Context: an optimization exercise on an open-source flow, tuned for small area. The choices shown serve that exercise and are no tape-out recipe.
At most, simulation tests tie the RTL to the original design; equivalence was not proved.
Function not checked in run 1: the RTL went through the layout flow alone.
No activity file was given, so power comes from the tool's default toggle rates.

## flow/design.v (module list and top-level ports; edited modules follow where they fit)
// module MBF: 1561 lines
// module MBF_fa: 3 lines
// module MBF_ha: 3 lines
// module MBF_hn: 4 lines
// module MBF_maj3: 3 lines
// module MBF_and2: 3 lines
// module MBF_or2: 3 lines
// module MBF_xor2: 3 lines
// module MBF_nand2: 3 lines
// module MBF_nor2: 3 lines
module MBF(CLK, RESET, IN_VALID, IN_DATA, X_DATA, Y_DATA, OUT_VALID);
  // ...
==> flow/flow/run.sh <==
#!/bin/bash
# The standard layout, with the port buffers that global placement inserts made from the
# smallest buffer cell, resizer changes from timing-driven placement not kept, and clock
# tree synthesis without dummy loads. The make output goes to
# flow_make.log; ORFS keeps each step's own log under orfs/logs/.
set -euo pipefail
export BUFFER_PORTS_ARGS="-buffer_cell sky130_fd_sc_hd__buf_1"
export GPL_KEEP_OVERFLOW=0
export CTS_ARGS="-sink_clustering_enable -repair_clock_nets -dont_use_dummy_load -buf_list sky130_fd_sc_hd__clkbuf_8 -sink_clustering_size 28 -sink_clustering_max_diameter 60"
bash standard.sh finish > flow_make.log 2>&1
==> flow/standard.sh <==
#!/bin/bash
# synth_recipe.tcl (not shown) runs the flow's synth.tcl, then flattens the netlist and writes it again
# the make line also repeats each setting of config.mk as NAME=value (left out here)
make -C /OpenROAD-flow-scripts/flow DESIGN_CONFIG=/design/flow/config.mk WORK_HOME=/design/flow/orfs CLKGATE_MAP_FILE= SYNTH_SCRIPT=/design/flow/synth_recipe.tcl "${@:-finish}"
==> flow/config.mk <==
export PLATFORM = sky130hd
export DESIGN_NAME = MBF
export DESIGN_NICKNAME = MBF
export VERILOG_FILES = /design/flow/design.v
export SDC_FILE = /design/flow/constraint.sdc
export NUM_CORES = 4
export LEC_CHECK = 0
export CAP_MARGIN = 20
export CORE_MARGIN = 2
export CORE_UTILIZATION = 50
export CTS_BUF_LIST = sky130_fd_sc_hd__clkbuf_8
export CTS_CLUSTER_DIAMETER = 50
export CTS_CLUSTER_SIZE = 20
export SLEW_MARGIN = 20
export SYNTH_HIERARCHICAL = 1
==> flow/constraint.sdc <==
create_clock -name core_clock -period 7.0 [get_ports {CLK}]
set_input_delay 1.4000 -clock core_clock [delete_from_list [all_inputs] [get_ports {CLK}]]
set_output_delay 1.4000 -clock core_clock [all_outputs]
set_load 0.01 [all_outputs]
==> run summary, run 1 <==
* Top Ports at between 40 and 50
* Critical path capture point: q765
* Storage cell area at about 4900 um2
* YS warnings at 7
* Well Taps at between 300 and 400
* CP Launch Point: r5[9]
* GRT Total Usage at 22.4%
* Port bufs at 40
* Filler Cells Inserted at between 2000 and 3000
* Clk buf depth at 3
* Reported combinational group power at roughly 2.7 mW
* Min-Delay Startpoint: r0[7]
* Status: complete, no violations
* Antenna-violating nets left at 0
* Worst setup SP type: register
* Final Hold Slack at between 0.3 and 0.4 ns
* Crit path capture type: register
* Top class by area: multi-input gates
* Clock tree cell share of total cell area at 1.94%
* DRC Markers at 0
* Largest area contributor in the netlist: fa_1
* Worst Path Buf+Inv at 2
* Synth top area cells: fa_1 51%, dfxtp_1 32%, inv_1 4.1%
* Overall power at 5.01 mW
* Post-synth EDFFs at 0
* Layout area overhead at 5.63%
* RR Startpoint: r5[9]
* Total standard cell area after synthesis at roughly 15000 um2
* Largest family of logic cells by synthesized area: adder cells
* P_clk at roughly 740 uW
* GRT Max-Usage Layer: met2
* Core Area at between 30000 and 40000 um2
* Crit path DAT at between 7 and 8 ns
* Met2 Use GR at between 30 and 40%
* Max layer used: met4
* Seq area share at 30.1%
* Nets at about 1700
* Fin worst setup slack at 0.285 ns
* CTS tree: done
* CP max-delay cell: dfxtp_1
* Most numerous cell in the Yosys netlist: fa_1
* Leak at roughly 6.9 nW
* Seq/Total Area, Yosys at roughly a third
==> inputs of run 2 (changes only) <==
--- a/flow/design.v
+++ b/flow/design.v
@@ -338,48 +338,48 @@
   reg q796;
   wire q796_d; MBF_nand2 uq796_d (.a(s511), .b(rst_n), .y(q796_d));
   reg q797;
   wire q797_d; MBF_nor2 uq797_d (.a(c745), .b(RESET), .y(q797_d));
   reg q810;
   wire q810_d; MBF_nand2 uq810_d (.a(c779), .b(rst_n), .y(q810_d));
   reg q811;
   wire q811_d; MBF_nor2 uq811_d (.a(c782), .b(RESET), .y(q811_d));
-  reg q819;
-  wire q819_d; MBF_nand2 uq819_d (.a(s570), .b(rst_n), .y(q819_d));
-  reg q833;
-  wire q833_d; MBF_nand2 uq833_d (.a(c571), .b(rst_n), .y(q833_d));
-  reg q958;
-  wire q958_d; MBF_nand2 uq958_d (.a(s250), .b(rst_n), .y(q958_d));
-  reg q967;
-  wire q967_d; MBF_nand2 uq967_d (.a(s965), .b(rst_n), .y(q967_d));
-  reg q970;
-  wire q970_d; MBF_nor2 uq970_d (.a(s968), .b(RESET), .y(q970_d));
-  reg q971;
-  wire q971_d; MBF_nand2 uq971_d (.a(c969), .b(rst_n), .y(q971_d));
-  reg q996;
-  wire q996_d; MBF_nand2 uq996_d (.a(s994), .b(rst_n), .y(q996_d));
-  reg q1016;
-  wire q1016_d; MBF_nand2 uq1016_d (.a(s1014), .b(rst_n), .y(q1016_d));
-  reg q1036;
-  wire q1036_d; MBF_nand2 uq1036_d (.a(s1034), .b(rst_n), .y(q1036_d));
-  reg q1056;
-  wire q1056_d; MBF_nand2 uq1056_d (.a(s1054), .b(rst_n), .y(q1056_d));
-  reg q1074;
-  wire q1074_d; MBF_nand2 uq1074_d (.a(s1072), .b(rst_n), .y(q1074_d));
+  reg q818;
+  wire q818_d; MBF_nand2 uq818_d (.a(s570), .b(rst_n), .y(q818_d));
+  reg q831;
+  wire q831_d; MBF_nand2 uq831_d (.a(c571), .b(rst_n), .y(q831_d));
+  reg q956;
+  wire q956_d; MBF_nand2 uq956_d (.a(s250), .b(rst_n), .y(q956_d));
+  reg q965;
+  wire q965_d; MBF_nand2 uq965_d (.a(s963), .b(rst_n), .y(q965_d));
+  reg q968;
+  wire q968_d; MBF_nor2 uq968_d (.a(s966), .b(RESET), .y(q968_d));
+  reg q969;
+  wire q969_d; MBF_nand2 uq969_d (.a(c967), .b(rst_n), .y(q969_d));
+  reg q994;
+  wire q994_d; MBF_nand2 uq994_d (.a(s992), .b(rst_n), .y(q994_d));
+  reg q1014;
+  wire q1014_d; MBF_nand2 uq1014_d (.a(s1012), .b(rst_n), .y(q1014_d));
+  reg q1034;
+  wire q1034_d; MBF_nand2 uq1034_d (.a(s1032), .b(rst_n), .y(q1034_d));
+  reg q1054;
+  wire q1054_d; MBF_nand2 uq1054_d (.a(s1052), .b(rst_n), .y(q1054_d));
+  reg q1072;
+  wire q1072_d; MBF_nand2 uq1072_d (.a(s1070), .b(rst_n), .y(q1072_d));
+  reg q1088;
+  wire q1088_d; MBF_nand2 uq1088_d (.a(s1086), .b(rst_n), .y(q1088_d));
   reg q1090;
-  wire q1090_d; MBF_nand2 uq1090_d (.a(s1088), .b(rst_n), .y(q1090_d));
-  reg q1092;
-  wire q1092_d; MBF_nor2 uq1092_d (.a(s675), .b(RESET), .y(q1092_d));
-  reg q1101;
-  wire q1101_d; MBF_nand2 uq1101_d (.a(s1099), .b(rst_n), .y(q1101_d));
-  reg q1105;
-  wire q1105_d; MBF_nor2 uq1105_d (.a(s1103), .b(RESET), .y(q1105_d));
-  reg q1106;
-  wire q1106_d; MBF_nand2 uq1106_d (.a(c1104), .b(rst_n), .y(q1106_d));
+  wire q1090_d; MBF_nor2 uq1090_d (.a(s675), .b(RESET), .y(q1090_d));
+  reg q1099;
+  wire q1099_d; MBF_nand2 uq1099_d (.a(s1097), .b(rst_n), .y(q1099_d));
+  reg q1103;
+  wire q1103_d; MBF_nor2 uq1103_d (.a(s1101), .b(RESET), .y(q1103_d));
+  reg q1104;
+  wire q1104_d; MBF_nand2 uq1104_d (.a(c1102), .b(rst_n), .y(q1104_d));
   always @(posedge CLK) begin
     q295 <= q295_d;
     q298 <= q298_d;
     q303 <= q303_d;
     q306 <= q306_d;
     q307 <= q307_d;
     q311 <= q311_d;
     q314 <= q314_d;
@@ -426,32 +426,32 @@
     q769 <= q769_d;
     q780 <= q780_d;
     q783 <= q783_d;
     q792 <= q792_d;
     q796 <= q796_d;
     q797 <= q797_d;
     q810 <= q810_d;
     q811 <= q811_d;
-    q819 <= q819_d;
-    q833 <= q833_d;
-    q958 <= q958_d;
-    q967 <= q967_d;
-    q970 <= q970_d;
-    q971 <= q971_d;
-    q996 <= q996_d;
-    q1016 <= q1016_d;
-    q1036 <= q1036_d;
-    q1056 <= q1056_d;
-    q1074 <= q1074_d;
+    q818 <= q818_d;
+    q831 <= q831_d;
+    q956 <= q956_d;
+    q965 <= q965_d;
+    q968 <= q968_d;
+    q969 <= q969_d;
+    q994 <= q994_d;
+    q1014 <= q1014_d;
+    q1034 <= q1034_d;
+    q1054 <= q1054_d;
+    q1072 <= q1072_d;
+    q1088 <= q1088_d;
     q1090 <= q1090_d;
-    q1092 <= q1092_d;
-    q1101 <= q1101_d;
-    q1105 <= q1105_d;
-    q1106 <= q1106_d;
+    q1099 <= q1099_d;
+    q1103 <= q1103_d;
+    q1104 <= q1104_d;
   end
   wire i1 = ~r12[0];
   wire s2, c3;
   MBF_ha us2 (.a(r1[0]), .b(i1), .s(s2), .co(c3));
   wire s4, c5;
   MBF_fa us4 (.a(r6[0]), .b(r8[0]), .c(r4[0]), .s(s4), .co(c5));
   wire s6, c7;
   MBF_fa us6 (.a(r5[0]), .b(r9[0]), .c(r2[0]), .s(s6), .co(c7));
@@ -1225,341 +1225,341 @@
   MBF_fa us804 (.a(i803), .b(c771), .c(s801), .s(s804), .co(c805));
   wire s806, c807;
   MBF_fa us806 (.a(c773), .b(s785), .c(s804), .s(s806), .co(c807));
   wire s808, c809;
   MBF_fa us808 (.a(s794), .b(c776), .c(s806), .s(s808), .co(c809));
   wire i812 = ~q810;
   wire s813, c814;
   MBF_fa us813 (.a(i812), .b(q811), .c(c786), .s(s813), .co(c814));
-  wire s815, c816;
-  MBF_ha us815 (.a(c789), .b(c791), .s(s815), .co(c816));
-  wire s817, c818;
-  MBF_fa us817 (.a(s719), .b(s815), .c(c795), .s(s817), .co(c818));
-  wire s820, c821;
-  MBF_ha us820 (.a(q819), .b(c800), .s(s820), .co(c821));
-  wire i822 = ~s820;
-  wire s823, c824;
-  MBF_fa us823 (.a(q768), .b(c802), .c(i822), .s(s823), .co(c824));
-  wire s825, c826;
-  MBF_fa us825 (.a(c805), .b(s823), .c(s813), .s(s825), .co(c826));
-  wire s827, c828;
-  MBF_fa us827 (.a(c807), .b(s817), .c(s825), .s(s827), .co(c828));
-  wire s829, c830;
-  MBF_ha us829 (.a(c809), .b(s827), .s(s829), .co(c830));
-  wire s831, c832;
-  MBF_ha us831 (.a(c720), .b(c818), .s(s831), .co(c832));
-  wire s834, c835;
-  MBF_ha us834 (.a(q833), .b(c821), .s(s834), .co(c835));
-  wire i836 = ~q768;
-  wire s837, c838;
-  MBF_fa us837 (.a(q769), .b(i836), .c(s834), .s(s837), .co(c838));
-  wire i839 = ~s837;
+  wire s815;
+  MBF_xor2 us815 (.a(c789), .b(c791), .y(s815));
+  wire s816, c817;
+  MBF_fa us816 (.a(s719), .b(s815), .c(c795), .s(s816), .co(c817));
+  wire s819, c820;
+  MBF_ha us819 (.a(q818), .b(c800), .s(s819), .co(c820));
+  wire i821 = ~s819;
+  wire s822, c823;
+  MBF_fa us822 (.a(q768), .b(c802), .c(i821), .s(s822), .co(c823));
+  wire s824, c825;
+  MBF_fa us824 (.a(c805), .b(s822), .c(s813), .s(s824), .co(c825));
+  wire s826, c827;
+  MBF_fa us826 (.a(c807), .b(s816), .c(s824), .s(s826), .co(c827));
+  wire s828, c829;
+  MBF_ha us828 (.a(c809), .b(s826), .s(s828), .co(c829));
+  wire s830;
+  MBF_xor2 us830 (.a(c720), .b(c817), .y(s830));
+  wire s832, c833;
+  MBF_ha us832 (.a(q831), .b(c820), .s(s832), .co(c833));
+  wire i834 = ~q768;
+  wire s835, c836;
+  MBF_fa us835 (.a(q769), .b(i834), .c(s832), .s(s835), .co(c836));
+  wire i837 = ~s835;
+  wire s838, c839;
+  MBF_fa us838 (.a(c823), .b(c814), .c(i837), .s(s838), .co(c839));
   wire s840, c841;
-  MBF_fa us840 (.a(c824), .b(c814), .c(i839), .s(s840), .co(c841));
+  MBF_fa us840 (.a(c825), .b(s838), .c(s830), .s(s840), .co(c841));
   wire s842, c843;
-  MBF_fa us842 (.a(c826), .b(s840), .c(s831), .s(s842), .co(c843));
+  MBF_fa us842 (.a(c827), .b(s840), .c(c829), .s(s842), .co(c843));
   wire s844, c845;
-  MBF_fa us844 (.a(c828), .b(s842), .c(c830), .s(s844), .co(c845));
-  wire s846, c847;
-  MBF_fa us846 (.a(q768), .b(c835), .c(c838), .s(s846), .co(c847));
-  wire i848 = ~s846;
+  MBF_fa us844 (.a(q768), .b(c833), .c(c836), .s(s844), .co(c845));
+  wire i846 = ~s844;
+  wire s847, c848;
+  MBF_fa us847 (.a(i846), .b(c839), .c(c841), .s(s847), .co(c848));
   wire s849, c850;
-  MBF_fa us849 (.a(i848), .b(c841), .c(c843), .s(s849), .co(c850));
+  MBF_ha us849 (.a(s847), .b(c843), .s(s849), .co(c850));
   wire s851, c852;
-  MBF_ha us851 (.a(s849), .b(c845), .s(s851), .co(c852));
+  MBF_fa us851 (.a(c845), .b(c848), .c(c850), .s(s851), .co(c852));
   wire s853, c854;
-  MBF_fa us853 (.a(c847), .b(c850), .c(c852), .s(s853), .co(c854));
-  wire s855, c856;
-  MBF_fa us855 (.a(r3[0]), .b(i1), .c(r4[0]), .s(s855), .co(c856));
-  wire i857 = ~s855;
-  wire c858;
-  MBF_nor2 uc858 (.a(s98), .b(i857), .y(c858));
+  MBF_fa us853 (.a(r3[0]), .b(i1), .c(r4[0]), .s(s853), .co(c854));
+  wire i855 = ~s853;
+  wire c856;
+  MBF_nor2 uc856 (.a(s98), .b(i855), .y(c856));
+  wire s857, c858;
+  MBF_fa us857 (.a(r6[0]), .b(r12[1]), .c(r1[0]), .s(s857), .co(c858));
   wire s859, c860;
-  MBF_fa us859 (.a(r6[0]), .b(r12[1]), .c(r1[0]), .s(s859), .co(c860));
+  MBF_fa us859 (.a(r3[1]), .b(s857), .c(s142), .s(s859), .co(c860));
   wire s861, c862;
-  MBF_fa us861 (.a(r3[1]), .b(s859), .c(s142), .s(s861), .co(c862));
-  wire s863, c864;
-  MBF_fa us863 (.a(r4[1]), .b(c856), .c(c858), .s(s863), .co(c864));
-  wire i865 = ~s863;
-  wire c866;
-  MBF_nor2 uc866 (.a(s861), .b(i865), .y(c866));
-  wire s867, c868;
-  MBF_fa us867 (.a(r6[1]), .b(r12[2]), .c(r1[1]), .s(s867), .co(c868));
-  wire i869 = ~s96;
-  wire s870, c871;
-  MBF_fa us870 (.a(r3[2]), .b(r3[1]), .c(i869), .s(s870), .co(c871));
-  wire i872 = ~s35;
+  MBF_fa us861 (.a(r4[1]), .b(c854), .c(c856), .s(s861), .co(c862));
+  wire i863 = ~s861;
+  wire c864;
+  MBF_nor2 uc864 (.a(s859), .b(i863), .y(c864));
+  wire s865, c866;
+  MBF_fa us865 (.a(r6[1]), .b(r12[2]), .c(r1[1]), .s(s865), .co(c866));
+  wire i867 = ~s96;
+  wire s868, c869;
+  MBF_fa us868 (.a(r3[2]), .b(r3[1]), .c(i867), .s(s868), .co(c869));
+  wire i870 = ~s35;
+  wire s871, c872;
+  MBF_fa us871 (.a(c858), .b(s865), .c(i870), .s(s871), .co(c872));
   wire s873, c874;
-  MBF_fa us873 (.a(c860), .b(s867), .c(i872), .s(s873), .co(c874));
+  MBF_fa us873 (.a(c860), .b(s193), .c(s871), .s(s873), .co(c874));
   wire s875, c876;
-  MBF_fa us875 (.a(c862), .b(s193), .c(s873), .s(s875), .co(c876));
-  wire s877, c878;
-  MBF_fa us877 (.a(s870), .b(c864), .c(c866), .s(s877), .co(c878));
-  wire i879 = ~s877;
-  wire c880;
-  MBF_nor2 uc880 (.a(s875), .b(i879), .y(c880));
+  MBF_fa us875 (.a(s868), .b(c862), .c(c864), .s(s875), .co(c876));
+  wire i877 = ~s875;
+  wire c878;
+  MBF_nor2 uc878 (.a(s873), .b(i877), .y(c878));
+  wire s879, c880;
+  MBF_fa us879 (.a(r6[2]), .b(r12[3]), .c(r1[2]), .s(s879), .co(c880));
   wire s881, c882;
-  MBF_fa us881 (.a(r6[2]), .b(r12[3]), .c(r1[2]), .s(s881), .co(c882));
+  MBF_fa us881 (.a(r3[3]), .b(c866), .c(s879), .s(s881), .co(c882));
   wire s883, c884;
-  MBF_fa us883 (.a(r3[3]), .b(c868), .c(s881), .s(s883), .co(c884));
+  MBF_fa us883 (.a(c869), .b(s140), .c(s65), .s(s883), .co(c884));
   wire s885, c886;
-  MBF_fa us885 (.a(c871), .b(s140), .c(s65), .s(s885), .co(c886));
-  wire s887, c888;
-  MBF_fa us887 (.a(s883), .b(c874), .c(s247), .s(s887), .co(c888));
-  wire i889 = ~c876;
-  wire s890, c891;
-  MBF_fa us890 (.a(i889), .b(s885), .c(c878), .s(s890), .co(c891));
-  wire i892 = ~s887;
-  wire c893;
-  MBF_maj3 uc893 (.a(i892), .b(c880), .c(s890), .y(c893));
-  wire i894 = ~r3[4];
+  MBF_fa us885 (.a(s881), .b(c872), .c(s247), .s(s885), .co(c886));
+  wire i887 = ~c874;
+  wire s888, c889;
+  MBF_fa us888 (.a(i887), .b(s883), .c(c876), .s(s888), .co(c889));
+  wire i890 = ~s885;
+  wire c891;
+  MBF_maj3 uc891 (.a(i890), .b(c878), .c(s888), .y(c891));
+  wire i892 = ~r3[4];
+  wire s893, c894;
+  MBF_fa us893 (.a(i892), .b(r6[3]), .c(r12[4]), .s(s893), .co(c894));
   wire s895, c896;
-  MBF_fa us895 (.a(i894), .b(r6[3]), .c(r12[4]), .s(s895), .co(c896));
-  wire s897, c898;
-  MBF_fa us897 (.a(c882), .b(s157), .c(s895), .s(s897), .co(c898));
-  wire i899 = ~r3[3];
+  MBF_fa us895 (.a(c880), .b(s157), .c(s893), .s(s895), .co(c896));
+  wire i897 = ~r3[3];
+  wire s898, c899;
+  MBF_fa us898 (.a(i897), .b(c882), .c(s895), .s(s898), .co(c899));
   wire s900, c901;
-  MBF_fa us900 (.a(i899), .b(c884), .c(s897), .s(s900), .co(c901));
+  MBF_fa us900 (.a(s191), .b(s106), .c(c884), .s(s900), .co(c901));
   wire s902, c903;
-  MBF_fa us902 (.a(s191), .b(s106), .c(c886), .s(s902), .co(c903));
-  wire s904, c905;
-  MBF_fa us904 (.a(s900), .b(s304), .c(c888), .s(s904), .co(c905));
-  wire i906 = ~s904;
-  wire s907, c908;
-  MBF_fa us907 (.a(s902), .b(c891), .c(i906), .s(s907), .co(c908));
-  wire c909;
-  MBF_and2 uc909 (.a(c893), .b(s907), .y(c909));
-  wire i910 = ~r3[5];
-  wire s911, c912;
-  MBF_fa us911 (.a(i910), .b(r6[4]), .c(r12[5]), .s(s911), .co(c912));
-  wire i913 = ~s100;
+  MBF_fa us902 (.a(s898), .b(s304), .c(c886), .s(s902), .co(c903));
+  wire i904 = ~s902;
+  wire s905, c906;
+  MBF_fa us905 (.a(s900), .b(c889), .c(i904), .s(s905), .co(c906));
+  wire c907;
+  MBF_and2 uc907 (.a(c891), .b(s905), .y(c907));
+  wire i908 = ~r3[5];
+  wire s909, c910;
+  MBF_fa us909 (.a(i908), .b(r6[4]), .c(r12[5]), .s(s909), .co(c910));
+  wire i911 = ~s100;
+  wire s912, c913;
+  MBF_fa us912 (.a(c894), .b(i911), .c(s909), .s(s912), .co(c913));
   wire s914, c915;
-  MBF_fa us914 (.a(c896), .b(i913), .c(s911), .s(s914), .co(c915));
+  MBF_fa us914 (.a(c896), .b(s912), .c(s211), .s(s914), .co(c915));
   wire s916, c917;
-  MBF_fa us916 (.a(c898), .b(s914), .c(s211), .s(s916), .co(c917));
+  MBF_fa us916 (.a(s245), .b(c901), .c(s152), .s(s916), .co(c917));
   wire s918, c919;
-  MBF_fa us918 (.a(s245), .b(c903), .c(s152), .s(s918), .co(c919));
-  wire s920, c921;
-  MBF_fa us920 (.a(c901), .b(s916), .c(s385), .s(s920), .co(c921));
-  wire i922 = ~s918;
-  wire s923, c924;
-  MBF_fa us923 (.a(c905), .b(i922), .c(s920), .s(s923), .co(c924));
-  wire i925 = ~s923;
-  wire c926;
-  MBF_maj3 uc926 (.a(c908), .b(c909), .c(i925), .y(c926));
-  wire i927 = ~r3[6];
+  MBF_fa us918 (.a(c899), .b(s914), .c(s385), .s(s918), .co(c919));
+  wire i920 = ~s916;
+  wire s921, c922;
+  MBF_fa us921 (.a(c903), .b(i920), .c(s918), .s(s921), .co(c922));
+  wire i923 = ~s921;
+  wire c924;
+  MBF_maj3 uc924 (.a(c906), .b(c907), .c(i923), .y(c924));
+  wire i925 = ~r3[6];
+  wire s926, c927;
+  MBF_fa us926 (.a(i925), .b(r6[5]), .c(r12[6]), .s(s926), .co(c927));
   wire s928, c929;
-  MBF_fa us928 (.a(i927), .b(r6[5]), .c(r12[6]), .s(s928), .co(c929));
+  MBF_fa us928 (.a(c910), .b(s926), .c(c913), .s(s928), .co(c929));
   wire s930, c931;
-  MBF_fa us930 (.a(c912), .b(s928), .c(c915), .s(s930), .co(c931));
+  MBF_fa us930 (.a(i174), .b(s928), .c(c915), .s(s930), .co(c931));
   wire s932, c933;
-  MBF_fa us932 (.a(i174), .b(s930), .c(c917), .s(s932), .co(c933));
+  MBF_fa us932 (.a(s301), .b(s203), .c(c917), .s(s932), .co(c933));
   wire s934, c935;
-  MBF_fa us934 (.a(s301), .b(s203), .c(c919), .s(s934), .co(c935));
+  MBF_fa us934 (.a(s265), .b(s930), .c(s442), .s(s934), .co(c935));
   wire s936, c937;
-  MBF_fa us936 (.a(s265), .b(s932), .c(s442), .s(s936), .co(c937));
-  wire s938, c939;
-  MBF_fa us938 (.a(c921), .b(c924), .c(s936), .s(s938), .co(c939));
-  wire i940 = ~s938;
-  wire c941;
-  MBF_maj3 uc941 (.a(s934), .b(i940), .c(c926), .y(c941));
-  wire i942 = ~r3[7];
+  MBF_fa us936 (.a(c919), .b(c922), .c(s934), .s(s936), .co(c937));
+  wire i938 = ~s936;
+  wire c939;
+  MBF_maj3 uc939 (.a(s932), .b(i938), .c(c924), .y(c939));
+  wire i940 = ~r3[7];
+  wire s941, c942;
+  MBF_fa us941 (.a(i940), .b(r6[6]), .c(r12[7]), .s(s941), .co(c942));
   wire s943, c944;
-  MBF_fa us943 (.a(i942), .b(r6[6]), .c(r12[7]), .s(s943), .co(c944));
-  wire s945, c946;
-  MBF_fa us945 (.a(c929), .b(s943), .c(c931), .s(s945), .co(c946));
-  wire i947 = ~s196;
+  MBF_fa us943 (.a(c927), .b(s941), .c(c929), .s(s943), .co(c944));
+  wire i945 = ~s196;
+  wire s946, c947;
+  MBF_fa us946 (.a(i945), .b(s943), .c(c931), .s(s946), .co(c947));
   wire s948, c949;
-  MBF_fa us948 (.a(i947), .b(s945), .c(c933), .s(s948), .co(c949));
+  MBF_fa us948 (.a(s382), .b(s257), .c(c933), .s(s948), .co(c949));
   wire s950, c951;
-  MBF_fa us950 (.a(s382), .b(s257), .c(c935), .s(s950), .co(c951));
+  MBF_fa us950 (.a(s329), .b(s946), .c(s498), .s(s950), .co(c951));
   wire s952, c953;
-  MBF_fa us952 (.a(s329), .b(s948), .c(s498), .s(s952), .co(c953));
-  wire s954, c955;
-  MBF_fa us954 (.a(c937), .b(c939), .c(s952), .s(s954), .co(c955));
-  wire i956 = ~s954;
-  wire c957;
-  MBF_maj3 uc957 (.a(s950), .b(i956), .c(c941), .y(c957));
-  wire s959, c960;
-  MBF_fa us959 (.a(c944), .b(c946), .c(c949), .s(s959), .co(c960));
-  wire i961 = ~c951;
-  wire s962, c963;
-  MBF_fa us962 (.a(s959), .b(i961), .c(c953), .s(s962), .co(c963));
-  wire i964 = ~c957;
-  wire s965, c966;
-  MBF_fa us965 (.a(c955), .b(s962), .c(i964), .s(s965), .co(c966));
-  wire s968, c969;
-  MBF_fa us968 (.a(c960), .b(c963), .c(c966), .s(s968), .co(c969));
+  MBF_fa us952 (.a(c935), .b(c937), .c(s950), .s(s952), .co(c953));
+  wire i954 = ~s952;
+  wire c955;
+  MBF_maj3 uc955 (.a(s948), .b(i954), .c(c939), .y(c955));
+  wire s957, c958;
+  MBF_fa us957 (.a(c942), .b(c944), .c(c947), .s(s957), .co(c958));
+  wire i959 = ~c949;
+  wire s960, c961;
+  MBF_fa us960 (.a(s957), .b(i959), .c(c951), .s(s960), .co(c961));
+  wire i962 = ~c955;
+  wire s963, c964;
+  MBF_fa us963 (.a(c953), .b(s960), .c(i962), .s(s963), .co(c964));
+  wire s966, c967;
+  MBF_fa us966 (.a(c958), .b(c961), .c(c964), .s(s966), .co(c967));
+  wire s970, c971;
+  MBF_fa us970 (.a(r7[7]), .b(r13[8]), .c(q965), .s(s970), .co(c971));
   wire s972, c973;
-  MBF_fa us972 (.a(r7[7]), .b(r13[8]), .c(q967), .s(s972), .co(c973));
+  MBF_fa us972 (.a(r4[8]), .b(s558), .c(s970), .s(s972), .co(c973));
   wire s974, c975;
-  MBF_fa us974 (.a(r4[8]), .b(s558), .c(s972), .s(s974), .co(c975));
-  wire s976, c977;
-  MBF_fa us976 (.a(q958), .b(s440), .c(s408), .s(s976), .co(c977));
-  wire i978 = ~s974;
-  wire c979;
-  MBF_maj3 uc979 (.a(i978), .b(s976), .c(s320), .y(c979));
+  MBF_fa us974 (.a(q956), .b(s440), .c(s408), .s(s974), .co(c975));
+  wire i976 = ~s972;
+  wire c977;
+  MBF_maj3 uc977 (.a(i976), .b(s974), .c(s320), .y(c977));
+  wire s978, c979;
+  MBF_fa us978 (.a(r7[8]), .b(r13[9]), .c(q968), .s(s978), .co(c979));
   wire s980, c981;
-  MBF_fa us980 (.a(r7[8]), .b(r13[9]), .c(q970), .s(s980), .co(c981));
+  MBF_fa us980 (.a(r4[9]), .b(r4[8]), .c(s309), .s(s980), .co(c981));
   wire s982, c983;
-  MBF_fa us982 (.a(r4[9]), .b(r4[8]), .c(s309), .s(s982), .co(c983));
+  MBF_fa us982 (.a(c971), .b(s978), .c(s620), .s(s982), .co(c983));
   wire s984, c985;
-  MBF_fa us984 (.a(c973), .b(s980), .c(s620), .s(s984), .co(c985));
-  wire s986, c987;
-  MBF_fa us986 (.a(s496), .b(s982), .c(s460), .s(s986), .co(c987));
-  wire i988 = ~c977;
+  MBF_fa us984 (.a(s496), .b(s980), .c(s460), .s(s984), .co(c985));
+  wire i986 = ~c975;
+  wire s987, c988;
+  MBF_fa us987 (.a(c973), .b(i986), .c(s982), .s(s987), .co(c988));
   wire s989, c990;
-  MBF_fa us989 (.a(c975), .b(i988), .c(s984), .s(s989), .co(c990));
-  wire s991, c992;
-  MBF_fa us991 (.a(s986), .b(c979), .c(s397), .s(s991), .co(c992));
-  wire i993 = ~s991;
-  wire s994, c995;
-  MBF_ha us994 (.a(s989), .b(i993), .s(s994), .co(c995));
-  wire i997 = ~q996;
-  wire s998, c999;
-  MBF_fa us998 (.a(r7[9]), .b(r13[10]), .c(q971), .s(s998), .co(c999));
-  wire i1000 = ~r4[10];
+  MBF_fa us989 (.a(s984), .b(c977), .c(s397), .s(s989), .co(c990));
+  wire i991 = ~s989;
+  wire s992, c993;
+  MBF_ha us992 (.a(s987), .b(i991), .s(s992), .co(c993));
+  wire i995 = ~q994;
+  wire s996, c997;
+  MBF_fa us996 (.a(r7[9]), .b(r13[10]), .c(q969), .s(s996), .co(c997));
+  wire i998 = ~r4[10];
+  wire s999, c1000;
+  MBF_fa us999 (.a(i998), .b(c979), .c(s996), .s(s999), .co(c1000));
   wire s1001, c1002;
-  MBF_fa us1001 (.a(i1000), .b(c981), .c(s998), .s(s1001), .co(c1002));
+  MBF_fa us1001 (.a(s999), .b(s672), .c(c983), .s(s1001), .co(c1002));
   wire s1003, c1004;
-  MBF_fa us1003 (.a(s1001), .b(s672), .c(c985), .s(s1003), .co(c1004));
+  MBF_fa us1003 (.a(c981), .b(s389), .c(s555), .s(s1003), .co(c1004));
   wire s1005, c1006;
-  MBF_fa us1005 (.a(c983), .b(s389), .c(s555), .s(s1005), .co(c1006));
+  MBF_fa us1005 (.a(s516), .b(c985), .c(s1003), .s(s1005), .co(c1006));
   wire s1007, c1008;
-  MBF_fa us1007 (.a(s516), .b(c987), .c(s1005), .s(s1007), .co(c1008));
+  MBF_fa us1007 (.a(c990), .b(s453), .c(s1005), .s(s1007), .co(c1008));
   wire s1009, c1010;
-  MBF_fa us1009 (.a(c992), .b(s453), .c(s1007), .s(s1009), .co(c1010));
-  wire s1011, c1012;
-  MBF_fa us1011 (.a(s1003), .b(c990), .c(c995), .s(s1011), .co(c1012));
-  wire i1013 = ~s1011;
-  wire s1014, c1015;
-  MBF_xor2 us1014 (.a(s1009), .b(i1013), .y(s1014));
-  MBF_nor2 uc1015 (.a(s1009), .b(i1013), .y(c1015));
-  wire i1017 = ~q1016;
-  wire i1018 = ~r4[11];
+  MBF_fa us1009 (.a(s1001), .b(c988), .c(c993), .s(s1009), .co(c1010));
+  wire i1011 = ~s1009;
+  wire s1012, c1013;
+  MBF_xor2 us1012 (.a(s1007), .b(i1011), .y(s1012));
+  MBF_nor2 uc1013 (.a(s1007), .b(i1011), .y(c1013));
+  wire i1015 = ~q1014;
+  wire i1016 = ~r4[11];
+  wire s1017, c1018;
+  MBF_fa us1017 (.a(i1016), .b(r7[10]), .c(r13[11]), .s(s1017), .co(c1018));
   wire s1019, c1020;
-  MBF_fa us1019 (.a(i1018), .b(r7[10]), .c(r13[11]), .s(s1019), .co(c1020));
+  MBF_fa us1019 (.a(c997), .b(s1017), .c(c1000), .s(s1019), .co(c1020));
   wire s1021, c1022;
-  MBF_fa us1021 (.a(c999), .b(s1019), .c(c1002), .s(s1021), .co(c1022));
+  MBF_fa us1021 (.a(s1019), .b(s725), .c(c1002), .s(s1021), .co(c1022));
   wire s1023, c1024;
-  MBF_fa us1023 (.a(s1021), .b(s725), .c(c1004), .s(s1023), .co(c1024));
+  MBF_fa us1023 (.a(s446), .b(s618), .c(c1004), .s(s1023), .co(c1024));
   wire s1025, c1026;
-  MBF_fa us1025 (.a(s446), .b(s618), .c(c1006), .s(s1025), .co(c1026));
+  MBF_fa us1025 (.a(s575), .b(c1006), .c(s1023), .s(s1025), .co(c1026));
   wire s1027, c1028;
-  MBF_fa us1027 (.a(s575), .b(c1008), .c(s1025), .s(s1027), .co(c1028));
+  MBF_fa us1027 (.a(s509), .b(c1008), .c(s1025), .s(s1027), .co(c1028));
   wire s1029, c1030;
-  MBF_fa us1029 (.a(s509), .b(c1010), .c(s1027), .s(s1029), .co(c1030));
-  wire s1031, c1032;
-  MBF_fa us1031 (.a(s1023), .b(c1012), .c(c1015), .s(s1031), .co(c1032));
-  wire i1033 = ~s1031;
-  wire s1034, c1035;
-  MBF_xor2 us1034 (.a(s1029), .b(i1033), .y(s1034));
-  MBF_nor2 uc1035 (.a(s1029), .b(i1033), .y(c1035));
-  wire i1037 = ~q1036;
-  wire i1038 = ~r4[12];
+  MBF_fa us1029 (.a(s1021), .b(c1010), .c(c1013), .s(s1029), .co(c1030));
+  wire i1031 = ~s1029;
+  wire s1032, c1033;
+  MBF_xor2 us1032 (.a(s1027), .b(i1031), .y(s1032));
+  MBF_nor2 uc1033 (.a(s1027), .b(i1031), .y(c1033));
+  wire i1035 = ~q1034;
+  wire i1036 = ~r4[12];
+  wire s1037, c1038;
+  MBF_fa us1037 (.a(i1036), .b(r7[11]), .c(r13[12]), .s(s1037), .co(c1038));
   wire s1039, c1040;
-  MBF_fa us1039 (.a(i1038), .b(r7[11]), .c(r13[12]), .s(s1039), .co(c1040));
+  MBF_fa us1039 (.a(c1018), .b(s1037), .c(c1020), .s(s1039), .co(c1040));
   wire s1041, c1042;
-  MBF_fa us1041 (.a(c1020), .b(s1039), .c(c1022), .s(s1041), .co(c1042));
+  MBF_fa us1041 (.a(s1039), .b(s781), .c(c1022), .s(s1041), .co(c1042));
   wire s1043, c1044;
-  MBF_fa us1043 (.a(s1041), .b(s781), .c(c1024), .s(s1043), .co(c1044));
+  MBF_fa us1043 (.a(s502), .b(s670), .c(c1024), .s(s1043), .co(c1044));
   wire s1045, c1046;
-  MBF_fa us1045 (.a(s502), .b(s670), .c(c1026), .s(s1045), .co(c1046));
+  MBF_fa us1045 (.a(s635), .b(c1026), .c(s1043), .s(s1045), .co(c1046));
   wire s1047, c1048;
-  MBF_fa us1047 (.a(s635), .b(c1028), .c(s1045), .s(s1047), .co(c1048));
-  wire s1049, c1050;
-  MBF_fa us1049 (.a(s568), .b(c1030), .c(s1047), .s(s1049), .co(c1050));
-  wire i1051 = ~s1049;
+  MBF_fa us1047 (.a(s568), .b(c1028), .c(s1045), .s(s1047), .co(c1048));
+  wire i1049 = ~s1047;
+  wire s1050, c1051;
+  MBF_fa us1050 (.a(s1041), .b(i1049), .c(c1030), .s(s1050), .co(c1051));
   wire s1052, c1053;
-  MBF_fa us1052 (.a(s1043), .b(i1051), .c(c1032), .s(s1052), .co(c1053));
-  wire s1054, c1055;
-  MBF_ha us1054 (.a(c1035), .b(s1052), .s(s1054), .co(c1055));
-  wire i1057 = ~q1056;
+  MBF_ha us1052 (.a(c1033), .b(s1050), .s(s1052), .co(c1053));
+  wire i1055 = ~q1054;
+  wire s1056, c1057;
+  MBF_fa us1056 (.a(c1038), .b(c1040), .c(c782), .s(s1056), .co(c1057));
   wire s1058, c1059;
-  MBF_fa us1058 (.a(c1040), .b(c1042), .c(c782), .s(s1058), .co(c1059));
-  wire s1060, c1061;
-  MBF_fa us1060 (.a(r7[12]), .b(s561), .c(s722), .s(s1060), .co(c1061));
-  wire i1062 = ~c1046;
+  MBF_fa us1058 (.a(r7[12]), .b(s561), .c(s722), .s(s1058), .co(c1059));
+  wire i1060 = ~c1044;
+  wire s1061, c1062;
+  MBF_fa us1061 (.a(c1042), .b(s1056), .c(i1060), .s(s1061), .co(c1062));
   wire s1063, c1064;
-  MBF_fa us1063 (.a(c1044), .b(s1058), .c(i1062), .s(s1063), .co(c1064));
+  MBF_fa us1063 (.a(s689), .b(c1046), .c(s1058), .s(s1063), .co(c1064));
   wire s1065, c1066;
-  MBF_fa us1065 (.a(s689), .b(c1048), .c(s1060), .s(s1065), .co(c1066));
-  wire s1067, c1068;
-  MBF_fa us1067 (.a(s631), .b(c1050), .c(s1065), .s(s1067), .co(c1068));
-  wire i1069 = ~s1067;
+  MBF_fa us1065 (.a(s631), .b(c1048), .c(s1063), .s(s1065), .co(c1066));
+  wire i1067 = ~s1065;
+  wire s1068, c1069;
+  MBF_fa us1068 (.a(s1061), .b(i1067), .c(c1051), .s(s1068), .co(c1069));
   wire s1070, c1071;
-  MBF_fa us1070 (.a(s1063), .b(i1069), .c(c1053), .s(s1070), .co(c1071));
-  wire s1072, c1073;
-  MBF_ha us1072 (.a(c1055), .b(s1070), .s(s1072), .co(c1073));
-  wire i1075 = ~q1074;
-  wire i1076 = ~c1059;
+  MBF_ha us1070 (.a(c1053), .b(s1068), .s(s1070), .co(c1071));
+  wire i1073 = ~q1072;
+  wire i1074 = ~c1057;
+  wire s1075, c1076;
+  MBF_fa us1075 (.a(r7[12]), .b(i1074), .c(s623), .s(s1075), .co(c1076));
   wire s1077, c1078;
-  MBF_fa us1077 (.a(r7[12]), .b(i1076), .c(s623), .s(s1077), .co(c1078));
+  MBF_fa us1077 (.a(s778), .b(c1059), .c(s1075), .s(s1077), .co(c1078));
   wire s1079, c1080;
-  MBF_fa us1079 (.a(s778), .b(c1061), .c(s1077), .s(s1079), .co(c1080));
+  MBF_fa us1079 (.a(s744), .b(c1064), .c(s1077), .s(s1079), .co(c1080));
   wire s1081, c1082;
-  MBF_fa us1081 (.a(s744), .b(c1066), .c(s1079), .s(s1081), .co(c1082));
-  wire s1083, c1084;
-  MBF_fa us1083 (.a(s684), .b(c1068), .c(s1081), .s(s1083), .co(c1084));
-  wire i1085 = ~s1083;
+  MBF_fa us1081 (.a(s684), .b(c1066), .c(s1079), .s(s1081), .co(c1082));
+  wire i1083 = ~s1081;
+  wire s1084, c1085;
+  MBF_fa us1084 (.a(c1062), .b(i1083), .c(c1069), .s(s1084), .co(c1085));
   wire s1086, c1087;
-  MBF_fa us1086 (.a(c1064), .b(i1085), .c(c1071), .s(s1086), .co(c1087));
-  wire s1088, c1089;
-  MBF_ha us1088 (.a(c1073), .b(s1086), .s(s1088), .co(c1089));
-  wire i1091 = ~q1090;
-  wire i1093 = ~r7[12];
+  MBF_ha us1086 (.a(c1071), .b(s1084), .s(s1086), .co(c1087));
+  wire i1089 = ~q1088;
+  wire i1091 = ~r7[12];
+  wire s1092, c1093;
+  MBF_fa us1092 (.a(i1091), .b(c1076), .c(c1078), .s(s1092), .co(c1093));
   wire s1094, c1095;
-  MBF_fa us1094 (.a(i1093), .b(c1078), .c(c1080), .s(s1094), .co(c1095));
-  wire s1096, c1097;
-  MBF_fa us1096 (.a(c1082), .b(s1094), .c(c1084), .s(s1096), .co(c1097));
-  wire i1098 = ~s1096;
-  wire s1099, c1100;
-  MBF_fa us1099 (.a(i1098), .b(c1087), .c(c1089), .s(s1099), .co(c1100));
-  wire i1102 = ~c1100;
-  wire s1103, c1104;
-  MBF_fa us1103 (.a(c1095), .b(c1097), .c(i1102), .s(s1103), .co(c1104));
-  wire i1107 = ~q1101;
+  MBF_fa us1094 (.a(c1080), .b(s1092), .c(c1082), .s(s1094), .co(c1095));
+  wire i1096 = ~s1094;
+  wire s1097, c1098;
+  MBF_fa us1097 (.a(i1096), .b(c1085), .c(c1087), .s(s1097), .co(c1098));
+  wire i1100 = ~c1098;
+  wire s1101, c1102;
+  MBF_fa us1101 (.a(c1093), .b(c1095), .c(i1100), .s(s1101), .co(c1102));
+  wire i1105 = ~q1099;
+  wire s1106, c1107;
+  MBF_fa us1106 (.a(q810), .b(q1090), .c(i1105), .s(s1106), .co(c1107));
   wire s1108, c1109;
-  MBF_fa us1108 (.a(q810), .b(q1092), .c(i1107), .s(s1108), .co(c1109));
+  MBF_fa us1108 (.a(i803), .b(s1106), .c(s741), .s(s1108), .co(c1109));
   wire s1110, c1111;
-  MBF_fa us1110 (.a(i803), .b(s1108), .c(s741), .s(s1110), .co(c1111));
+  MBF_fa us1110 (.a(q1103), .b(c1107), .c(s730), .s(s1110), .co(c1111));
   wire s1112, c1113;
-  MBF_fa us1112 (.a(q1105), .b(c1109), .c(s730), .s(s1112), .co(c1113));
-  wire s1114, c1115;
-  MBF_fa us1114 (.a(s1112), .b(s794), .c(c1111), .s(s1114), .co(c1115));
-  wire i1116 = ~s1114;
-  wire s1117, c1118;
-  MBF_xor2 us1117 (.a(s820), .b(i1116), .y(s1117));
-  MBF_nor2 uc1118 (.a(s820), .b(i1116), .y(c1118));
-  wire i1119 = ~c1113;
+  MBF_fa us1112 (.a(s1110), .b(s794), .c(c1109), .s(s1112), .co(c1113));
+  wire i1114 = ~s1112;
+  wire s1115, c1116;
+  MBF_xor2 us1115 (.a(s819), .b(i1114), .y(s1115));
+  MBF_nor2 uc1116 (.a(s819), .b(i1114), .y(c1116));
+  wire i1117 = ~c1111;
+  wire s1118, c1119;
+  MBF_fa us1118 (.a(q1104), .b(s832), .c(i1117), .s(s1118), .co(c1119));
   wire s1120, c1121;
-  MBF_fa us1120 (.a(q1106), .b(s834), .c(i1119), .s(s1120), .co(c1121));
-  wire s1122, c1123;
-  MBF_fa us1122 (.a(s785), .b(s817), .c(c1115), .s(s1122), .co(c1123));
-  wire i1124 = ~s1120;
-  wire s1125, c1126;
-  MBF_fa us1125 (.a(i1124), .b(c1118), .c(s1122), .s(s1125), .co(c1126));
-  wire i1127 = ~c835;
+  MBF_fa us1120 (.a(s785), .b(s816), .c(c1113), .s(s1120), .co(c1121));
+  wire i1122 = ~s1118;
+  wire s1123, c1124;
+  MBF_fa us1123 (.a(i1122), .b(c1116), .c(s1120), .s(s1123), .co(c1124));
+  wire i1125 = ~c833;
+  wire s1126, c1127;
+  MBF_fa us1126 (.a(q1104), .b(i1125), .c(s813), .s(s1126), .co(c1127));
   wire s1128, c1129;
-  MBF_fa us1128 (.a(q1106), .b(i1127), .c(s813), .s(s1128), .co(c1129));
-  wire s1130, c1131;
-  MBF_fa us1130 (.a(s1128), .b(s831), .c(c1123), .s(s1130), .co(c1131));
-  wire i1132 = ~c1121;
-  wire s1133, c1134;
-  MBF_fa us1133 (.a(i1132), .b(c1126), .c(s1130), .s(s1133), .co(c1134));
-  wire i1135 = ~c814;
+  MBF_fa us1128 (.a(s1126), .b(s830), .c(c1121), .s(s1128), .co(c1129));
+  wire i1130 = ~c1119;
+  wire s1131, c1132;
+  MBF_fa us1131 (.a(i1130), .b(c1124), .c(s1128), .s(s1131), .co(c1132));
+  wire i1133 = ~c814;
+  wire s1134, c1135;
+  MBF_fa us1134 (.a(i1133), .b(c1127), .c(c1129), .s(s1134), .co(c1135));
   wire s1136, c1137;
-  MBF_fa us1136 (.a(i1135), .b(c1129), .c(c1131), .s(s1136), .co(c1137));
+  MBF_ha us1136 (.a(c1132), .b(s1134), .s(s1136), .co(c1137));
   wire s1138, c1139;
-  MBF_ha us1138 (.a(c1134), .b(s1136), .s(s1138), .co(c1139));
-  wire s1140, c1141;
-  MBF_fa us1140 (.a(i1135), .b(c1137), .c(c1139), .s(s1140), .co(c1141));
-  assign sy = {s853, s851, s844, s829, s808, s775, i716, i664, i612, i549, i490, q433};
-  assign sx = {s1140, s1138, s1133, s1125, s1117, s1110, i1091, i1075, i1057, i1037, i1017, i997};
+  MBF_fa us1138 (.a(i1133), .b(c1135), .c(c1137), .s(s1138), .co(c1139));
+  assign sy = {s851, s849, s842, s828, s808, s775, i716, i664, i612, i549, i490, q433};
+  assign sx = {s1138, s1136, s1131, s1123, s1115, s1108, i1089, i1073, i1055, i1035, i1015, i995};
   assign X_DATA = {1'b0, sx};
   assign Y_DATA = {1'b0, sy};
   assign OUT_VALID = |sx;
 endmodule
 module MBF_fa(input a, input b, input c, output s, output co);
   assign {co, s} = a + b + c;
 endmodule
 module MBF_ha(input a, input b, output s, output co);
==> flow/flow/run.sh (replaced) <==
#!/bin/bash
# The standard layout, with the port buffers that global placement inserts made from the
# smallest buffer cell, resizer changes from timing-driven placement not kept, and clock
# tree synthesis without dummy loads. The make output goes to
# flow_make.log; ORFS keeps each step's own log under orfs/logs/.
set -euo pipefail
export BUFFER_PORTS_ARGS="-buffer_cell sky130_fd_sc_hd__buf_1"
export GPL_KEEP_OVERFLOW=0
export CTS_ARGS="-sink_clustering_enable -repair_clock_nets -dont_use_dummy_load -buf_list sky130_fd_sc_hd__clkbuf_8 -sink_clustering_size 16 -sink_clustering_max_diameter 40"
bash standard.sh finish > flow_make.log 2>&1
==> run 2 against run 1 <==
- worst hold slack gained 0.061 ns
- wire length is essentially flat
- first-iteration DRC count shrank 8.7%
- total power grew 2.9%
- clock power grew 24%
- synthesized cell count is the same
==> run summary, run 2 <==
* Yosys top cell area share at 51.2% (about the same)
* RR Startpoint: r2[8] (was r5[9])
* Routability-driven placement congestion ratio at 0.891 (was 0.892)
* Die ar. at 32200 um2 (about the same)
* Layout area overhead at 6.67% (was 5.63%)
* CP Launch Point: r2[8] (was r5[9])
* Final instance area at 16400 um2 (was 16300 um2)
* Seq/Total Area, Yosys at 31.8% (about the same)
* GRT overflow at 0 (unchanged)
* Fin util at 54.0% (was 53.4%)
* Layout cells sized above 1 at 4.43% (was 3.56%)
* Crit Path Category: reg2reg (unchanged)
* WL/cell at 21.2 um (was 21.3 um)
* Number of max-slew violations in the final report at 0 (unchanged)
* Crit path capture type: register (unchanged)
* Top Ports at 43 (unchanged)
* Clock Sinks at 245 (unchanged)
* Largest area contributor in the netlist: fa_1 (unchanged)
* Detail Placement HPWL at 29500 um (was 29700 um)
* Worst slew margin at 48.8% (about the same)
* Fin crit period at 6.77 ns (was 6.71 ns)
* Vias at 7831 (was 7839)
* Fmax at 148 MHz (was 149 MHz)
* Largest net degree at the start of global routing at 90 (was 81)
* Leak at 6.98 nW (was 6.90 nW)
* Htree depth at 2 (was 1)
* YS warnings at 7 (unchanged)
* # setup viols final at 0 (unchanged)
* TNS Setup at 0 ns (unchanged)
* Starting density of the core at 50.6% (was 50.5%)
* DRC violation total after the first TritonRoute iteration at 450 (was 493)
* 1st-pass router iterations at 5 (unchanged)
* Antenna-violating nets left at 0 (unchanged)
* Worst setup SP type: register (unchanged)
* Dpl ws at 0.219 ns (was 0.292 ns)
* GRT Max-Usage Layer: met1 (was met2)
* Max cap viols at 0 (unchanged)
* Worst Tran Pin Value at 0.764 ns (was 0.765 ns)
* Chip Width at 180 um (about the same)
* Global-route wire length before repair at 54300 um (was 53700 um)
* Most frequent cells in the layout: 394 x fa_1, 244 x dfxtp_1, 166 x inv_1 (unchanged)
* Cell Count, Final, Fillers Out at 1616 (was 1605)
* Commonest non-fill, non-tap cell in the layout: fa_1 (unchanged)
* Total standard cell area after synthesis at 15400 um2 (about the same)
* VDD IR max at 0.000222 V (about the same)
* Num CTS Buffers at 34 (was 23)
* Pwr Density at 314 nW/um2 (was 308 nW/um2)
* Clock latency on the worst-skew pair at 0.55 ns (was 0.59 ns)
* Ys flop type: dfxtp_1 (unchanged)
* RSZ-0062 raised after global routing: false (unchanged)
* Initial antenna violation count at 0 (unchanged)
* Placement Cell Area at 16000 um2 (unchanged)
* Post-CTS Hold Fix Bufs at 0 (unchanged)
* Post-cts sizing count at 0 (unchanged)
* Period utilization at 96.7% (was 95.9%)
* Status: complete, no violations (unchanged)
* Core Area at 30400 um2 (was 30500 um2)
* Fin worst setup slack at 0.229 ns (was 0.285 ns)
* GRT Total Usage at 22.7% (was 22.4%)
* DRC Markers at 0 (unchanged)
* Synth cell types at 17 (unchanged)
* CTS Root Cell: clkbuf_8 (unchanged)
* Met1 Use GR at 34.6% (was 33.5%)
* RR Endpoint: q765 (unchanged)
* Nets at 1662 (was 1653)
* Async SR Flop Fraction at 0% (unchanged)
* Cell count after synthesis at 1167 (unchanged)
* Worst r2r path cells at 17 (was 16)
* CTS tree: done (unchanged)
* Met3 usage at 5.35% (unchanged)
* Worst hold path type: reg2reg (unchanged)
* Min-Delay Startpoint: r0[4] (was r0[7])
* Inserted Diodes at 0 (unchanged)
* Site Rows at 64 (unchanged)
* Die Y at 180 um (about the same)
* Port bufs at 40 (unchanged)
* Worst EP required at 7.43 ns (was 7.48 ns)
* Vias/cell at 4.85 (was 4.88)
* Vias in the first global route at 8976 (was 9060)
* Critical path capture point: q765 (unchanged)
* Met2 Use GR at 33.5% (was 33.9%)
* Dpl cells at 1582 (unchanged)
* Reg-to-reg slack, setup at 0.23 ns (was 0.29 ns)
* Avg Inst Size Synth at 13.2 um2 (about the same)
* Post-synth EDFFs at 0 (unchanged)
* Crit Path Max Fanout at 3 (unchanged)
* Clk buf depth at 3 (unchanged)
* Filler Cells Inserted at 2585 (was 2660)
* Total Wirelength at 34200 um (about the same)
* Crit path DAT at 7.20 ns (about the same)
* Synth top area cells: fa_1 51%, dfxtp_1 32%, inv_1 4.1% (unchanged)
* Clock Skews at 0.0818 ns (was 0.0722 ns)
* Hold Vio Cnt, Final at 0 (unchanged)
* Post-synth top cells: 394 x fa_1, 245 x dfxtp_1, 167 x inv_1, 125 x nand2_1, 116 x nor2_1 (unchanged)
* Synthesized flop and latch total at 245 (unchanged)
* Setup Buffers After CTS at 0 (unchanged)
* Most numerous cell in the Yosys netlist: fa_1 (unchanged)
* Reg clk slew, reported paths at 0.07 ns (was 0.11 ns)
## run 2: layer usage
metal,part of all wire (%),up-vias,wire length (um)
met5,0,-,0
met4,2.1,0,713
met3,7.2,49,2480
met2,44,232,15100
met1,46,4069,15900
li1,-,3481,-
## run 2: area by class of cell
type / instances / area, um2 / share of cell area (%)
Clock buffer: 34 / 468 / 2.85
Timing Repair Buffer: 44 / 246 / 1.50
Tap cell: 396 / 495 / 3.02
Inverter: 167 / 632 / 3.85
Multi-Input combinational cell: 730 / 9680 / 58.9
Sequential cell: 245 / 4910 / 29.9
## run 2: through the flow
stage / power (mW) / hold WS, ns
after floorplan: 3.70 / 0.363
after global placement: 4.27 / 0.364
after detailed placement: 4.32 / 0.365
after CTS: 5.25 / 0.366
after global routing: 5.73 / 0.389
final: 5.16 / 0.367
## run 2: logic make-up after synthesis
logic type	Yosys count	share of synthesized area, %
xor gates and xnor gates	19	1.08
buffers and inverters	193	5.34
other	1	0.0243
and+or+nand+nor	275	7.34
DFF	245	31.8
adders and majority gates	434	54.4
## run 2: where the power goes
part	switching [mW]	total [mW]	internal, mW	leakage, nW
clock	0.484	0.914	0.430	0.244
combinational	1.49	2.70	1.21	4.74
sequential	0.0450	1.54	1.50	1.99
total	2.02	5.16	3.14	6.98
## run 2: how the worst min path moves through the flow
stage                        to  slack, ns  depth (start not counted)
final                     r1[4]       0.37                          1
after global placement    r1[8]       0.36                          1
after floorplan           r1[0]       0.36                          1
after detailed placement  r1[4]       0.37                          1
after CTS                 r1[4]       0.37                          1
after global routing      r1[6]       0.39                          1
## run 2: worst max-delay path, stage by stage, from the launching register on
cell and delay [ns]:
dfxtp_1 0.37, fa_1 0.48, fa_1 0.41, fa_1 0.40
fa_1 0.60, fa_1 0.47, fa_1 0.40, fa_1 0.45
fa_1 0.45, fa_1 0.48, fa_1 0.49, inv_1 0.06
fa_1 0.46, ha_1 0.21, fa_1 0.35, inv_1 0.07
fa_1 0.40, nor2_1 0.10
## run 2: modules after synthesis, one instance, submodules excluded
module | flip-flops and latches | cells
MBF_ha | 0 | 1
MBF_xor2 | 0 | 1
MBF_or2 | 0 | 1
MBF_nor2 | 0 | 1
MBF_maj3 | 0 | 1
MBF_and2 | 0 | 1
MBF | 245 | 444
MBF_nand2 | 0 | 1
MBF_fa | 0 | 1
==> inputs of run 3 (changes only) <==
--- a/flow/flow/run.sh
+++ b/flow/flow/run.sh
@@ -6,5 +6,5 @@
 set -euo pipefail
 export BUFFER_PORTS_ARGS="-buffer_cell sky130_fd_sc_hd__buf_1"
 export GPL_KEEP_OVERFLOW=0
-export CTS_ARGS="-sink_clustering_enable -repair_clock_nets -dont_use_dummy_load -buf_list sky130_fd_sc_hd__clkbuf_8 -sink_clustering_size 16 -sink_clustering_max_diameter 40"
+export CTS_ARGS="-sink_clustering_enable -repair_clock_nets -dont_use_dummy_load -buf_list sky130_fd_sc_hd__clkbuf_8 -sink_clustering_size 24 -sink_clustering_max_diameter 50"
 bash standard.sh finish > flow_make.log 2>&1
==> run 3 against run 2 <==
- setup slack better by 0.066 ns
- final area is 0.59% lower
- total power is 2.2% lower
- synthesized cell count stayed put
- wire length is 0.22% lower
- non-clock buffer count stayed put
- sequential share of layout area is 0.18 points higher
- clock power is 12% lower
- core utilization is 0.32 points lower
- critical endpoint unchanged
==> run summary, run 3 <==
* Synth top area cells: fa_1 51%, dfxtp_1 32%, inv_1 4.1% (unchanged)
* 1st-pass router iterations at 5 (unchanged)
* Dpl ws at 0.219 ns (unchanged)
* Status: complete, no violations (unchanged)
* Worst EP required at 7.49 ns (was 7.43 ns)
* Htree depth at 1 (was 2)
* Hold Vio Cnt, Final at 0 (unchanged)
* Vias/cell at 4.81 (was 4.85)
* Worst r2r path cells at 17 (unchanged)
* Fmax at 149 MHz (was 148 MHz)
* Placement Cell Area at 16000 um2 (unchanged)
* Crit path capture type: register (unchanged)
* Post-cts sizing count at 0 (unchanged)
* Number of max-slew violations in the final report at 0 (unchanged)
* Worst hold path type: reg2reg (unchanged)
* Core Area at 30400 um2 (unchanged)
* Largest area contributor in the netlist: fa_1 (unchanged)
* Worst slew margin at 49.6% (was 48.8%)
* Final Hold Slack at 0.361 ns (was 0.367 ns)
* Total standard cell area after synthesis at 15400 um2 (unchanged)
* Critical path cell sequence: fa_1 -> fa_1 -> fa_1 -> fa_1 -> fa_1 -> fa_1 -> fa_1 -> fa_1 -> fa_1 -> fa_1 -> inv_1 -> fa_1 -> ha_1 -> fa_1 -> inv_1 -> fa_1 -> nor2_1 (unchanged)
* Overall power at 5.04 mW (was 5.16 mW)
* Most common cell on crit path: fa_1 (unchanged)
* Setup Buffers After CTS at 0 (unchanged)
* Global-route wire length before repair at 54000 um (was 54300 um)
* Crit Path Max Fanout at 3 (unchanged)
* Die Y at 180 um (unchanged)
* Worst Tran Pin Value at 0.753 ns (was 0.764 ns)
* CTS Root Cell: clkbuf_8 (unchanged)
* Post-CTS Hold Fix Bufs at 0 (unchanged)
* Layout area overhead at 6.04% (was 6.67%)
* CP Launch Point: r2[8] (unchanged)
* DRC violation total after the first TritonRoute iteration at 485 (was 450)
* DRC Markers at 0 (unchanged)
* Yosys top cell area share at 51.2% (unchanged)
* Synthesized flop and latch total at 245 (unchanged)
* Final instance area at 16300 um2 (was 16400 um2)
* Fin crit period at 6.70 ns (was 6.77 ns)
* Worst setup SP type: register (unchanged)
* Post-synth EDFFs at 0 (unchanged)
* Detail Placement HPWL at 29500 um (unchanged)
* RSZ-0062 raised after global routing: false (unchanged)
* Post-synth top cells: 394 x fa_1, 245 x dfxtp_1, 167 x inv_1, 125 x nand2_1, 116 x nor2_1 (unchanged)
* Crit path DAT at 7.20 ns (about the same)
* GRT Total Usage at 22.5% (was 22.7%)
* Avg Inst Size Synth at 13.2 um2 (unchanged)
* Initial antenna violation count at 0 (unchanged)
* Largest net degree at the start of global routing at 90 (unchanged)
* Inserted Diodes at 0 (unchanged)
* Seq/Total Area, Yosys at 31.8% (unchanged)
* Die ar. at 32200 um2 (unchanged)
* Async SR Flop Fraction at 0% (unchanged)
* Ys flop type: dfxtp_1 (unchanged)
* Top Ports at 43 (unchanged)
* Starting density of the core at 50.6% (unchanged)
* Most frequent cells in the layout: 394 x fa_1, 244 x dfxtp_1, 166 x inv_1 (unchanged)
* WL/cell at 21.2 um (about the same)
* Site Rows at 64 (unchanged)
* Vias in the first global route at 8938 (was 8976)
* Clock Sinks at 245 (unchanged)
* Critical path capture point: q765 (unchanged)
* Pwr Density at 309 nW/um2 (was 314 nW/um2)
* Reg-to-reg slack, setup at 0.30 ns (was 0.23 ns)
* Slowest stage delay, CP at 0.60 ns (about the same)
* # setup viols final at 0 (unchanged)
* Crit Path Category: reg2reg (unchanged)
* RR Endpoint: q765 (unchanged)
* GRT overflow at 0 (unchanged)
* CP max-delay cell: fa_1 (unchanged)
* Synth cell types at 17 (unchanged)
* Reg clk slew, reported paths at 0.09 ns (was 0.07 ns)
* VDD IR max at 0.000196 V (was 0.000222 V)
* Routability-driven placement congestion ratio at 0.891 (unchanged)
* Filler Cells Inserted at 2600 (was 2585)
* Vias at 7738 (was 7831)
* Commonest non-fill, non-tap cell in the layout: fa_1 (unchanged)
* Period utilization at 95.8% (was 96.7%)
* RR Startpoint: r2[8] (unchanged)
* CTS tree: done (unchanged)
* Fin worst setup slack at 0.295 ns (was 0.229 ns)
* Cell count after synthesis at 1167 (unchanged)
* Fin util at 53.7% (was 54.0%)
* YS warnings at 7 (unchanged)
* Nets at 1655 (was 1662)
* Total Wirelength at 34100 um (was 34200 um)
* Chip Width at 180 um (unchanged)
* Clk buf depth at 3 (unchanged)
* Most numerous cell in the Yosys netlist: fa_1 (unchanged)
* Max cap viols at 0 (unchanged)
* Antenna-violating nets left at 0 (unchanged)
* Num CTS Buffers at 27 (was 34)
* Clock latency on the worst-skew pair at 0.60 ns (was 0.55 ns)
* Layout cells sized above 1 at 3.87% (was 4.43%)
* Clock Skews at 0.0807 ns (was 0.0818 ns)
* Leak at 6.93 nW (was 6.98 nW)
* Port bufs at 40 (unchanged)
==> run 3: kinds of logic (layout without fill, tap and decap cells) <==
group / Yosys count / count (layout) / share of synthesized area, %
fa+ha+maj: 434 / 434 / 54.4
simple gates: 275 / 275 / 7.34
flops: 245 / 245 / 31.8
buf+inv: 193 / 238 / 5.34
xor+xnor: 19 / 19 / 1.08
other cells: 1 / 2 / 0.0243
==> run 3: Yosys stat by module (local to each module, per instance), a selection <==
module,times used,flops+latches
MBF_fa,394,0
MBF_maj3,10,0
MBF_nor2,116,0
MBF_nand2,125,0
MBF_and2,16,0
MBF_or2,13,0
==> run 3: layout make-up <==
class | count | area (um2) | share of cell area, %
repair buffers | 44 | 246 | 1.51
flip-flops and latches | 245 | 4910 | 30.0
clock buffers | 27 | 372 | 2.27
multi-input cells | 730 | 9680 | 59.3
inverters | 167 | 632 | 3.87
well taps | 396 | 495 | 3.03
==> run 3: critical path: cells and delay by family (launching register included) <==
| kind | cells | cell delay [ns] |
|---|---|---|
| fa+ha+maj | 14 | 6.04 |
| flops | 1 | 0.37 |
| buf+inv | 2 | 0.13 |
| simple gates | 1 | 0.10 |
==> run 3: worst min path at each step <==
stage / startpoint / end / slack [ns] / depth (start not counted)
after floorplan: r0[0] / r1[0] / 0.36 / 1
after global placement: r0[8] / r1[8] / 0.36 / 1
after detailed placement: r0[4] / r1[4] / 0.37 / 1
after CTS: r2[6] / r3[6] / 0.36 / 1
after global routing: r2[6] / r3[6] / 0.38 / 1
final: r2[6] / r3[6] / 0.36 / 1
==> run 3: stage by stage <==
| step | instances | setup TNS [ns] |
|---|---|---|
| after floorplan | 1168 | 0 |
| after detailed placement | 1582 | 0 |
| after global placement | 1578 | -500.60 |
| after global routing | 1609 | 0 |
| after CTS | 1609 | 0 |
| final | 1609 | 0 |
==> run 3: power breakdown <==
group,switching [mW],internal [mW]
Combinational,1.49,1.21
Sequential,0.0451,1.49
Clock,0.465,0.340
Total,2.00,3.04
==> run 3: routing by layer <==
layer | up-vias | track usage [%] | share of wire [%]
met2 | 201 | 33.8 | 45
met3 | 37 | 4.92 | 6.9
met4 | 0 | 4.39 | 1.8
met1 | 4038 | 34.3 | 47
met5 | - | 0 | 0
li1 | 3462 | - | -

==> re-timing with driven ports <==
The results above use ideal ports. As a check the final layouts listed here were re-extracted and re-timed, cells and wires unchanged. Step 1 assumes that a clkbuf_16 drives the clock port and a buf_2 every other input. Step 2 adds t to the input delays and takes it off the output delays; t is the mean of the earliest and latest rising clock arrival at the registers after step 1. Input paths then give back, and output paths get back, about the clock's delay inside the block. a / b / c = ideal ports / drivers / drivers and shift; a / b = the first two.
run | shift t [ns] | slack for setup (ns) | worst setup path at the end
run 1 | 0.599 | 0.285 / 0.285 / 0.285 | register to register
run 2 | 0.559 | 0.229 / 0.229 / 0.229 | register to register
run 3 | 0.615 | 0.295 / 0.295 / 0.295 | register to register
After both steps every run listed still meets setup and hold.
